What follows belongs to an exercise in optimizing a design on an open flow for small area, a short achievable clock period and few clock cycles; a production flow would make more cautious choices.
Only simulation tests tie the RTL to the original design; equivalence was not proved.
No activity file was given, so power comes from the tool's default toggle rates.

**square_root.hex**
```
0
1
2
2
2
3
3
3
3
3
4
4
4
4
4
4
4
5
5
5
5
5
5
5
5
5
6
6
6
6
6
6
6
6
6
6
6
7
7
7
7
7
7
7
7
7
7
7
7
7
8
8
8
8
8
8
8
8
8
8
8
8
8
8
8
9
9
9
9
9
9
9
9
9
9
9
9
9
9
9
9
9
a
a
a
a
a
a
a
a
a
a
a
a
a
a
a
a
a
a
a
b
b
b
b
b
b
b
b
b
b
b
b
b
b
b
b
b
b
b
b
b
c
c
c
c
c
c
c
c
c
c
c
c
c
c
c
c
c
c
c
c
c
c
c
d
d
d
d
d
d
d
d
d
d
d
d
d
d
d
d
d
d
d
d
d
d
d
d
d
e
e
e
e
e
e
e
e
e
e
e
e
e
e
e
e
e
e
e
e
e
e
e
e
e
e
e
f
f
f
f
f
f
f
f
f
f
f
f
f
f
f
f
f
f
f
f
f
f
f
f
f
f
f
f
f
10
10
10
10
10
10
10
10
10
10
10
10
10
10
10
10
10
10
10
10
10
10
10
10
10
10
10
10
10
10
10
11
11
11
11
11
11
11
11
11
11
11
11
11
11
11
11
11
11
11
11
11
11
11
11
11
11
11
11
11
11
11
11
11
12
12
12
12
12
12
12
12
12
12
12
12
12
12
12
12
12
12
12
12
12
12
12
12
12
12
12
12
12
12
12
12
12
12
12
13
13
13
13
13
13
13
13
13
13
13
13
13
13
13
13
13
13
13
13
13
13
13
13
13
13
13
13
13
13
13
13
13
13
13
13
13
14
14
14
14
14
14
14
14
14
14
14
14
14
14
14
14
14
14
14
14
14
14
14
14
14
14
14
14
14
14
14
14
14
14
14
14
14
14
14
15
15
15
15
15
15
15
15
15
15
15
15
15
15
15
15
15
15
15
15
15
15
15
15
15
15
15
15
15
15
15
15
15
15
15
15
15
15
15
15
15
16
16
16
16
16
16
16
16
16
16
16
16
16
16
16
16
16
16
16
16
16
16
16
16
16
16
16
16
16
16
16
16
16
16
16
16
16
16
16
16
16
16
16
17
17
17
17
17
17
17
17
17
17
17
17
17
17
17
17
17
17
17
17
17
17
17
17
17
17
17
17
17
17
17
17
17
17
17
17
17
17
17
17
17
17
17
17
17
18
18
18
18
18
18
18
18
18
18
18
18
18
18
18
18
18
18
18
18
18
18
18
18
18
18
18
18
18
18
18
18
18
18
18
18
18
18
18
18
18
18
18
18
18
18
18
19
19
19
19
19
19
19
19
19
19
19
19
19
19
19
19
19
19
19
19
19
19
19
19
19
19
19
19
19
19
19
19
19
19
19
19
19
19
19
19
19
19
19
19
19
19
19
19
19
1a
1a
1a
1a
1a
1a
1a
1a
1a
1a
1a
1a
1a
1a
1a
1a
1a
1a
1a
1a
1a
1a
1a
1a
1a
1a
1a
1a
1a
1a
1a
1a
1a
1a
1a
1a
1a
1a
1a
1a
1a
1a
1a
1a
1a
1a
1a
1a
1a
1a
1a
1b
1b
1b
1b
1b
1b
1b
1b
1b
1b
1b
1b
1b
1b
1b
1b
1b
1b
1b
1b
1b
1b
1b
1b
1b
1b
1b
1b
1b
1b
1b
1b
1b
1b
1b
1b
1b
1b
1b
1b
1b
1b
1b
1b
1b
1b
1b
1b
1b
1b
1b
1b
1b
1c
1c
1c
1c
1c
1c
1c
1c
1c
1c
1c
1c
1c
1c
1c
1c
1c
1c
1c
1c
1c
1c
1c
1c
1c
1c
1c
1c
1c
1c
1c
1c
1c
1c
1c
1c
1c
1c
1c
1c
1c
1c
1c
1c
1c
1c
1c
1c
1c
1c
1c
1c
1c
1c
1c
1d
1d
1d
1d
1d
1d
1d
1d
1d
1d
1d
1d
1d
1d
1d
1d
1d
1d
1d
1d
1d
1d
1d
1d
1d
1d
1d
1d
1d
1d
1d
1d
1d
1d
1d
1d
1d
1d
1d
1d
1d
1d
1d
1d
1d
1d
1d
1d
1d
1d
1d
1d
1d
1d
1d
1d
1d
1e
1e
1e
1e
1e
1e
1e
1e
1e
1e
1e
1e
1e
1e
1e
1e
1e
1e
1e
1e
1e
1e
1e
1e
1e
1e
1e
1e
1e
1e
1e
1e
1e
1e
1e
1e
1e
1e
1e
1e
1e
1e
1e
1e
1e
1e
1e
1e
1e
1e
1e
1e
1e
1e
1e
1e
1e
1e
1e
1f
1f
1f
1f
1f
1f
1f
1f
1f
1f
1f
1f
1f
1f
1f
1f
1f
1f
1f
1f
1f
1f
1f
1f
1f
1f
1f
1f
1f
1f
1f
1f
1f
1f
1f
1f
1f
1f
1f
1f
1f
1f
1f
1f
1f
1f
1f
1f
1f
1f
1f
1f
1f
1f
1f
1f
1f
1f
1f
1f
1f
20
20
20
20
20
20
20
20
20
20
20
20
20
20
20
20
20
20
20
20
20
20
20
20
20
20
20
20
20
20
20
20
20
20
20
20
20
20
```
**run.sh**
```bash
#!/bin/bash
# synth_recipe.tcl (not shown) runs the flow's synth.tcl, then flattens the netlist and writes it again
# the make line also repeats each setting of config.mk as NAME=value (left out here)
make -C /OpenROAD-flow-scripts/flow DESIGN_CONFIG=/design/flow/config.mk WORK_HOME=/design/flow/orfs CLKGATE_MAP_FILE= SYNTH_SCRIPT=/design/flow/synth_recipe.tcl finish
```
**config.mk**
```make
export PLATFORM = sky130hd
export DESIGN_NAME = Top
export DESIGN_NICKNAME = Top
export VERILOG_FILES = /design/flow/design.v
export SDC_FILE = /design/flow/constraint.sdc
export NUM_CORES = 4
export LEC_CHECK = 0
export CAP_MARGIN = 20
export CORE_MARGIN = 2
export CORE_UTILIZATION = 40
export SLEW_MARGIN = 20
export SYNTH_MEMORY_MAX_BITS = 16384
```
**design.v**
```verilog
module BoolRamSimulation 
(  input  logic clock,
   input  logic reset_n,
   input  logic wren,
   input  logic ren,
   input  logic data,
   input  logic  [9:0]   address,
   output logic  q);
   logic [999:0] mem;
   assign q = mem[address];
   always_ff @(posedge clock or negedge reset_n)
    if (~reset_n)
      mem <= '0;
    else if (wren)
      mem[address] <= data;
endmodule
module SqrtRamSimulation 
(  input  logic  [9:0]   address,
   output logic [5:0] q);
   logic [5:0] mem [999:0];
   assign q = mem[address];
  initial $readmemh("square_root.hex", mem);
endmodule
module PrimeRamSimulation 
(  input  logic clock,
   input  logic wren,
   input  logic ren,
   input  logic [9:0]   data,
   input  logic  [7:0]   address,
   output logic [9:0] q);
   logic [9:0] mem [167:0];
   assign q = mem[address];
   always @(posedge clock)
    if (wren)
      mem[address] <= data;
endmodule
module ControllerFSM (
	input logic clk,     
	input logic reset_n,  
	input logic calculate,  
	input logic done_calculating,  
	input logic done_populating,  
	input logic new_max_prime,  
	output logic start_calculation,
	output logic calculating,
	output logic populating,
	output logic finished
);
	enum logic[2:0] {Idle, Calculating, Populate_RAM, Finished} currentState, nextState;
	always_comb 
	begin
		nextState = Idle;
		case (currentState)
			Idle: nextState = calculate ? Calculating : Idle;
			Calculating: nextState = done_calculating ? Populate_RAM : Calculating;
			Populate_RAM: nextState = done_populating ? Finished : Populate_RAM;
			Finished: nextState = new_max_prime ? Calculating : Finished;
		endcase
	end
	always_comb 
	begin
		calculating = 0;
		populating = 0;
		start_calculation = 0;
		finished = 0;
		case (currentState)
			Idle: start_calculation = calculate;
			Calculating: begin
							if(!done_calculating) 
							begin
								calculating = 1;
							end
							else
							begin
								populating = 1;
							end
						end
			Populate_RAM: populating = !done_populating;
			Finished: begin 
						if(new_max_prime) 
						begin
							start_calculation = 1;
						end
						else 
							finished = 1;
					  end
		endcase
	end
	always_ff @(posedge clk or negedge reset_n) begin
		if(~reset_n) 
		begin
			currentState <= Idle;
		end 
		else 
		begin
			currentState <= nextState;
		end
	end
endmodule
module PopulateRam (
	input logic clk,     
	input logic reset_n,  
	input logic bool_ram_q,  
	input logic populating,  
	input logic [9:0] max_prime,
	output logic done_populating, 
	output logic [9:0] boolean_ram_index,  
	output logic [7:0] prime_ram_index,  
	output logic prime_ram_wren  
);
  logic [7:0] prime_ram_index_b, prime_ram_index_r;
  logic [9:0] boolean_ram_index_b, boolean_ram_index_r;
  assign boolean_ram_index = boolean_ram_index_r;
  assign prime_ram_index = prime_ram_index_r; 
  assign prime_ram_wren = !bool_ram_q;
  assign done_populating = boolean_ram_index_r == max_prime;
  always_comb 
  begin
        prime_ram_index_b = prime_ram_index_r;
        boolean_ram_index_b = boolean_ram_index_r + 1;
        if(!bool_ram_q) 
        begin
        	prime_ram_index_b = prime_ram_index_r + 1;
        end
  end
  always_ff @(posedge clk or negedge reset_n) begin
  	if(~reset_n) 
  	begin
  		prime_ram_index_r <= 0;
  		boolean_ram_index_r <= 2;
  	end 
  	else if(populating) 
  	begin
  	    boolean_ram_index_r <= boolean_ram_index_b;
  	    prime_ram_index_r <= prime_ram_index_b;
  	end
  end
endmodule
module SieveOfEratosthenes (
	input logic clock, reset_n,
	input logic calculating,
	input logic start_calculation,
	input logic [9:0] max_prime,
	input logic [5:0] sqrt_bound,
	output logic done_calculating,
	output logic [9:0] boolean_ram_index,
	output logic boolean_ram_wren);
	logic [9:0] prime_iterator_r, prime_iterator_b;
	logic [9:0] multiple_iterator_r, multiple_iterator_b;
	logic [9:0] multiple_iterator_step_size_r, multiple_iterator_step_size_b;
	logic increment_prime_iterator;
	logic first_multiple_r, first_multiple_b;
	logic [5:0] sqrt_bound_r, sqrt_bound_b;
	assign increment_prime_iterator = ((multiple_iterator_r + multiple_iterator_step_size_r) > max_prime) && !start_calculation;
	assign done_calculating = (prime_iterator_r == sqrt_bound_r) && (increment_prime_iterator);
	assign boolean_ram_index = multiple_iterator_r;
    assign boolean_ram_wren = !first_multiple_r;
	always_comb 
	begin
		prime_iterator_b = prime_iterator_r;
		multiple_iterator_b = multiple_iterator_r;
		multiple_iterator_step_size_b = multiple_iterator_step_size_r;
		first_multiple_b = 0;
		sqrt_bound_b = sqrt_bound_r;
		if(start_calculation) 
		begin
			sqrt_bound_b = sqrt_bound;
		end
		if(increment_prime_iterator) 
		begin
			prime_iterator_b = prime_iterator_r + 1;
			first_multiple_b = 1;
			multiple_iterator_b = prime_iterator_b;
			multiple_iterator_step_size_b = prime_iterator_b;
		end
		else 
		begin
			multiple_iterator_b = multiple_iterator_r + multiple_iterator_step_size_r;
		end
	end
	always_ff @(posedge clock or negedge reset_n) 
	begin
		if(~reset_n) 
		begin
			prime_iterator_r <= 2;
			multiple_iterator_r <= 2;
			multiple_iterator_step_size_r <= 2;
			first_multiple_r <= 1;
			sqrt_bound_r <= 0;
		end
		else if(calculating)
		begin
			prime_iterator_r <= prime_iterator_b;
			multiple_iterator_r <= multiple_iterator_b;
			multiple_iterator_step_size_r <= multiple_iterator_step_size_b;
			first_multiple_r <= first_multiple_b;
		end
		else if(start_calculation)
		begin
			sqrt_bound_r <= sqrt_bound_b;
		end
		else if(done_calculating)
		begin
			prime_iterator_r <= 2;
			multiple_iterator_r <= 2;
			multiple_iterator_step_size_r <= 2;
			first_multiple_r <= 1;
			sqrt_bound_r <= 0;
		end
	end
endmodule
module Top (
	input logic clk,     
	input logic reset_n,  
	input logic [9:0] max_prime,  
	input logic [7:0] user_prime_ram_address,  
	input logic get_prime,
	input logic calculate,  
	output logic finished,
	output logic [9:0] prime_ram_q  
);
	logic bool_ram_wren;
	logic bool_ram_ren;
	logic [9:0] bool_ram_address;
	logic bool_ram_q;
	logic sqrt_ram_wren;
	logic sqrt_ram_ren;
	logic [5:0] sqrt_ram_data;
	logic [9:0] sqrt_ram_address;
	logic [5:0] sqrt_ram_q;
	logic prime_ram_wren;
	logic prime_ram_ren;
	logic [9:0] prime_ram_data;
	logic [7:0] prime_ram_address;
    logic start_calculation;
	logic done_calculating;
	logic done_populating;
	logic new_max_prime;
	logic calculating;
	logic populating;
	logic [9:0] boolean_ram_address_populate;
	logic boolean_ram_ren_populate;
	logic [7:0] prime_ram_address_populate;
	logic prime_ram_wren_populate;
	logic [9:0] max_prime_r;
	logic [9:0] boolean_ram_address_calculate;
	logic boolean_ram_wren_calculate;
	assign new_max_prime = (max_prime_r != max_prime) && calculate;
	always_comb
	begin
	    bool_ram_wren = 0;
	    bool_ram_ren = 0;
	    bool_ram_address = 0;
	    sqrt_ram_wren = 0;
	    sqrt_ram_ren = 0;
	    sqrt_ram_data = 0;
	    sqrt_ram_address = 0;
	    prime_ram_wren = 0;
	    prime_ram_ren = 0;
	    prime_ram_data = 0;
	    prime_ram_address = 0;
	    if(start_calculation) 
	    begin
	    	sqrt_ram_address = max_prime;
	    	sqrt_ram_ren = 1;
	    end
		if(start_calculation || calculating) 
		begin
			bool_ram_address = boolean_ram_address_calculate;
			bool_ram_wren = boolean_ram_wren_calculate;
		end
		else if(populating) 
		begin
			bool_ram_address = boolean_ram_address_populate;
			bool_ram_ren = 1;
			prime_ram_address = prime_ram_address_populate;
			prime_ram_data = boolean_ram_address_populate;
			prime_ram_wren = prime_ram_wren_populate;
		end
		else if(finished && get_prime) 
		begin
			prime_ram_ren = 1;
			prime_ram_address = user_prime_ram_address;
		end
	end
    BoolRamSimulation booleanRam(.clock(clk),.reset_n(reset_n),.wren(bool_ram_wren),.ren(bool_ram_ren),.data(1),.address(bool_ram_address),.q(bool_ram_q));
    SqrtRamSimulation sqrtRam(.address(sqrt_ram_address),.q(sqrt_ram_q));
    PrimeRamSimulation primeRam(.clock(clk),.wren(prime_ram_wren),.ren(prime_ram_ren),.data(prime_ram_data),.address(prime_ram_address),.q(prime_ram_q));
    ControllerFSM controlFSM(.clk, .reset_n, .calculate, .done_calculating, .done_populating, .new_max_prime, .start_calculation,
    								.calculating, .populating, .finished);
    PopulateRam popRam(.clk, .reset_n, .bool_ram_q, .populating, .done_populating, .boolean_ram_index(boolean_ram_address_populate),
    							.prime_ram_index(prime_ram_address_populate), .prime_ram_wren(prime_ram_wren_populate),
    							.max_prime(max_prime_r));
    SieveOfEratosthenes calculatePrimes(.clock(clk), .reset_n, .calculating, .start_calculation, .sqrt_bound(sqrt_ram_q), .done_calculating,
    										.boolean_ram_index(boolean_ram_address_calculate), .boolean_ram_wren(boolean_ram_wren_calculate),
    										.max_prime(start_calculation ? max_prime : max_prime_r));
    always_ff @(posedge clk, negedge reset_n) begin
    	if(~reset_n) 
    	begin
    		 max_prime_r <= 0;
    	end 
    	else 
    	begin
    		if(new_max_prime) 
    		begin
    			max_prime_r <= max_prime;
    		end
    	end
    end
endmodule
```
**constraint.sdc**
```tcl
create_clock -name core_clock -period 10.0 [get_ports {clk}]
set_input_delay 2.0000 -clock core_clock [delete_from_list [all_inputs] [get_ports {clk}]]
set_output_delay 2.0000 -clock core_clock [all_outputs]
set_load 0.01 [all_outputs]
```
==> results_dict.tcl <==
set metrics [dict create \
    drv_cap 0 \
    gr-total-overflow 0 \
    synth.cell_area_mm2 0.111 \
    place.gp.congestion 0.940 \
    final_max_slew_viol_count 0 \
    synth_cells 7959 \
    p_clk_share_pct 28.5 \
    intPower_mw 23.5 \
    criticalPathCategory "in2out" \
    avgSynthCellArea_um2 13.9 \
    nets 8854 \
    core_area_mm2 0.274 \
    filler_cell_count 23195 \
    grt_max_degree 176 \
    setup_viol 0 \
    multi_input_area_mm2 0.0324 \
    power.switching_mw 13.8 \
    final_antenna_net_count 0 \
    numPortBuffers 32 \
    yosysSeqAreaShare_pct 69.6 \
    first_iter_violations 8898 \
    first_pass_iters 6 \
    hold_violations 0 \
    ys_top_cells_by_area "edfxtp_1 (46%), dfrtp_1 (24%), a21o_1 (5.1%)" \
    dp_hpwl_um 234000 \
    insertion_delay_ps 900 \
    die_h_um 530 \
    clockRootBuffer "clkbuf_16" \
    ys_async_sr_fraction_pct 38.6 \
    drc 0 \
    grt_usage_pct 25.9 \
    cts.sinks 2737 \
    preCtsSetupSlack_ps -1550 \
    layout-drive-gt1-share_pct 21.1 \
    crit_arrival_ps 7840 \
    seqPwrFrac_pct 37.2 \
    finalClockSkew_ps 75.6 \
    cp.required_ps 8000 \
    dieArea_mm2 0.280 \
    grt_pass1_wl_um 540000 \
    start_util_pct 40.3 \
    critPathLaunchType "input pin" \
    grt_pass1_vias 77148 \
    endpoint_kind "output port" \
    ff_latch_area_mm2 0.0769 \
    ys_types 90 \
    max_freq_mhz 102 \
    syn_to_final_growth_pct 23.3 \
    synth-seq-cells 2737 \
    combPwrFrac_pct 34.4 \
    syn_nets 8011 \
    num_rows 192 \
    htree_levels 5 \
    synth-main-ff-cell "edfxtp_1" \
    peakVddDrop_mv 0.248 \
    wl_per_cell_um 29.4 \
    p_leak_nw 58.7 \
    yosys.area.top_type "edfxtp_1" \
    die_w_um 530 \
    period_minus_slack_ps 9840 \
    cts_buffer_depth 4 \
    avgViaCountPerCell 6.12 \
    tightestPinTransition_ps 1250 \
    status "complete, no violations" \
    synth_top_area_share_pct 45.7 \
    clk_pin_slew_ps 50 \
    ys_warn_count 8 \
    io_pins 33 \
    cp_common_cell "buf_4" \
    stdcell_area_mm2 0.136 \
    cts_tree "done" \
    powerDensity_mw_per_mm2 274 \
    synth_edf_count 1680 \
    fin_crit_sh_pct 98.4 \
    slowest_delay_ps 570 \
    p_sw_share_pct 37.1 \
    cts-hold-fix-buffers 0 \
    placed_area_mm2 0.124 \
    crit_fanout 12 \
    wl_um 374000 \
    fin_ws_ps 158 \
    antenna_found_initial 18 \
    numCtsBuffers 290 \
    vias 77799 \
    hold_path.class "reg2reg" \
    slowest_stage "or4_4" \
    slew_headroom_pct 16.2 \
]
==> Yosys cell counts (18+ instances only) <==
| cell | number |
|---|---|
| and4_1 | 36 |
| inv_1 | 22 |
| mux2i_1 | 126 |
| xor2_1 | 21 |
| a21oi_1 | 166 |
| nor3_1 | 69 |
| nor2_1 | 201 |
| a21o_1 | 747 |
| ha_1 | 29 |
| buf_4 | 21 |
| o221ai_1 | 121 |
| mux2_2 | 20 |
| and2_1 | 25 |
| and3_1 | 220 |
| a211oi_1 | 54 |
| dfrtp_1 | 1053 |
| a221oi_1 | 393 |
| buf_2 | 81 |
| clkbuf_1 | 454 |
| a22o_1 | 373 |
| a22oi_1 | 75 |
| o22ai_1 | 202 |
| o21bai_1 | 268 |
| xnor2_1 | 47 |
| edfxtp_1 | 1680 |
| nand3_1 | 148 |
| o21ai_0 | 199 |
| nand4_1 | 34 |
| nand2_1 | 623 |
| buf_1 | 74 |
| or3_1 | 18 |
| a31oi_1 | 137 |
==> worst max-delay path, delay by kind of cell <==
| kind | cells | cell delay (ps) |
|---|---|---|
| AOI/OAI and AO/OA | 8 | 1790 |
| xor gates and xnor gates | 1 | 200 |
| adders and majority gates | 1 | 260 |
| and+or+nand+nor | 8 | 1680 |
| muxes | 1 | 190 |
| buffers and inverters | 11 | 1660 |
==> cell type report <==
class	count	share of cell area [%]
flip-flops and latches	2737	56.5
clock buffers	388	5.82
multi-input cells	4554	23.8
inverters	25	0.0900
clock inverters	119	0.933
repair buffers	1194	9.50
well taps	3686	3.39
diodes	17	0.0312
==> what timing repair did <==
action / CTS / global route
hold endpoints to repair: 0 / 0
cloned: 6 / 11
setup endpoints to repair: 10 / 430
buffers inserted: 50 / 32
resized for setup: 249 / 152
pin swaps: 66 / 60
==> layout by cell type, fill, tap and decap left out, types with 218 or more instances in the layout <==
| master | Yosys | layout |
|---|---|---|
| a221oi_1 | 393 | 292 |
| edfxtp_1 | 1680 | 1680 |
| a21o_1 | 747 | 746 |
| buf_12 | 0 | 265 |
| dfrtp_1 | 1053 | 1053 |
| and3_1 | 220 | 218 |
| a22o_1 | 373 | 371 |
| o21bai_1 | 268 | 268 |
| nand2_1 | 623 | 610 |
| clkbuf_16 | 0 | 307 |
| buf_4 | 21 | 842 |
==> worst paths after layout <==
check	start	end	slack, ps	cells after the start
setup / recovery	max_prime[9]	prime_ram_q[8]	160	30
hold / removal	booleanRam.mem[534]	booleanRam.mem[534]	440	1
setup reg to reg	calculatePrimes.multiple_iterator_r[1]	primeRam.mem[43][6]	280	56
hold reg to reg	booleanRam.mem[534]	booleanRam.mem[534]	440	1
max in group asynchronous	reset_n	booleanRam.mem[974]	6590	3
min in group asynchronous	reset_n	booleanRam.mem[233]	1170	1
==> through the flow <==
| step | std cells | util, % | TNS (ps) | hold slack, ps | total power, mW |
|---|---|---|---|---|---|
| finish | 12720 | 49.7 | 0 | 444 | 37.3 |
| floorplan | 7959 | - | 0 | 420 | 20.3 |
| detailed placement | 12105 | 45.4 | -263580 | 436 | 26.4 |
| global route | 12707 | 49.7 | -64.7 | 459 | 38.5 |
| global placement | 12103 | 45.4 | -287190 | 429 | 26.3 |
| CTS | 12665 | 49.3 | 0 | 449 | 37.1 |
==> metal layers <==
layer  vias to the layer above  wire (um)  track usage (%)
li1                      32945          -                -
met3                       859      28800             4.00
met1                     40200     150000             34.9
met5                         -         21                0
met4                         4      19600             12.2
met2                      3791     175000             41.3
==> registers in the layout, summed over array words and instances, names as in the netlist <==
register,flops
popRam.boolean_ram_index_r,10
calculatePrimes.multiple_iterator_r,10
popRam.prime_ram_index_r,8
calculatePrimes.first_multiple_r,1
calculatePrimes.prime_iterator_r,10
max_prime_r,10
primeRam.mem,1680
calculatePrimes.sqrt_bound_r,6
controlFSM.currentState,2
booleanRam.mem,1000
==> cell families after synthesis <==
logic type	after synthesis	share of synthesized area, %
multiplexers	147	1.36
flip-flops	2737	69.6
buffers and inverters	668	2.52
AO/OA/AOI/OAI	2880	19.5
adder cells (fa/ha/maj)	30	0.346
XOR/XNOR	68	0.539
AND/OR/NAND/NOR	1429	6.11
==> power by group through the flow <==
stage / sequential [mW] / clock, mW / combinational [mW]
2_1_floorplan: 13.8 / 0 / 6.48
3_3_place_gp: 14.0 / 0 / 12.3
3_5_place_dp: 14.1 / 0 / 12.4
4_1_cts: 13.9 / 10.7 / 12.5
5_1_grt: 14.0 / 11.2 / 13.3
6_report: 13.9 / 10.6 / 12.8
Testbench counts, summed over its fixed seeds: cycles 55,257.

-- separate check: timing with driven ports --
The flow's constraints put no driver on any port. The routed layout listed below was extracted and timed again, unchanged, in two steps. Step 1 (the two cells are an assumption about what drives the block):
set clk [get_ports {clk}]
set_driving_cell -lib_cell sky130_fd_sc_hd__clkbuf_16 $clk
set_driving_cell -lib_cell sky130_fd_sc_hd__buf_2 [delete_from_list [all_inputs] $clk]
Step 2, shift: input delay + t, output delay - t, t = (earliest + latest rising clock arrival at the registers) / 2. This alone moves slack from input paths to output paths. Slacks: no drivers / after step 1 / after step 2; pairs: no drivers / after step 1.
t, ns: 0.961
slack for setup (ns): 0.158 / 0.101 / -0.606
worst setup path after step 2: input to register
latest minus earliest clock arrival (ns): 0.075 / 0.076
With both steps, setup timing fails in this run, where it was met with ideal ports. For this run, drivers alone change the setup slack by -0.057 ns; drivers and shift together by -0.764 ns.
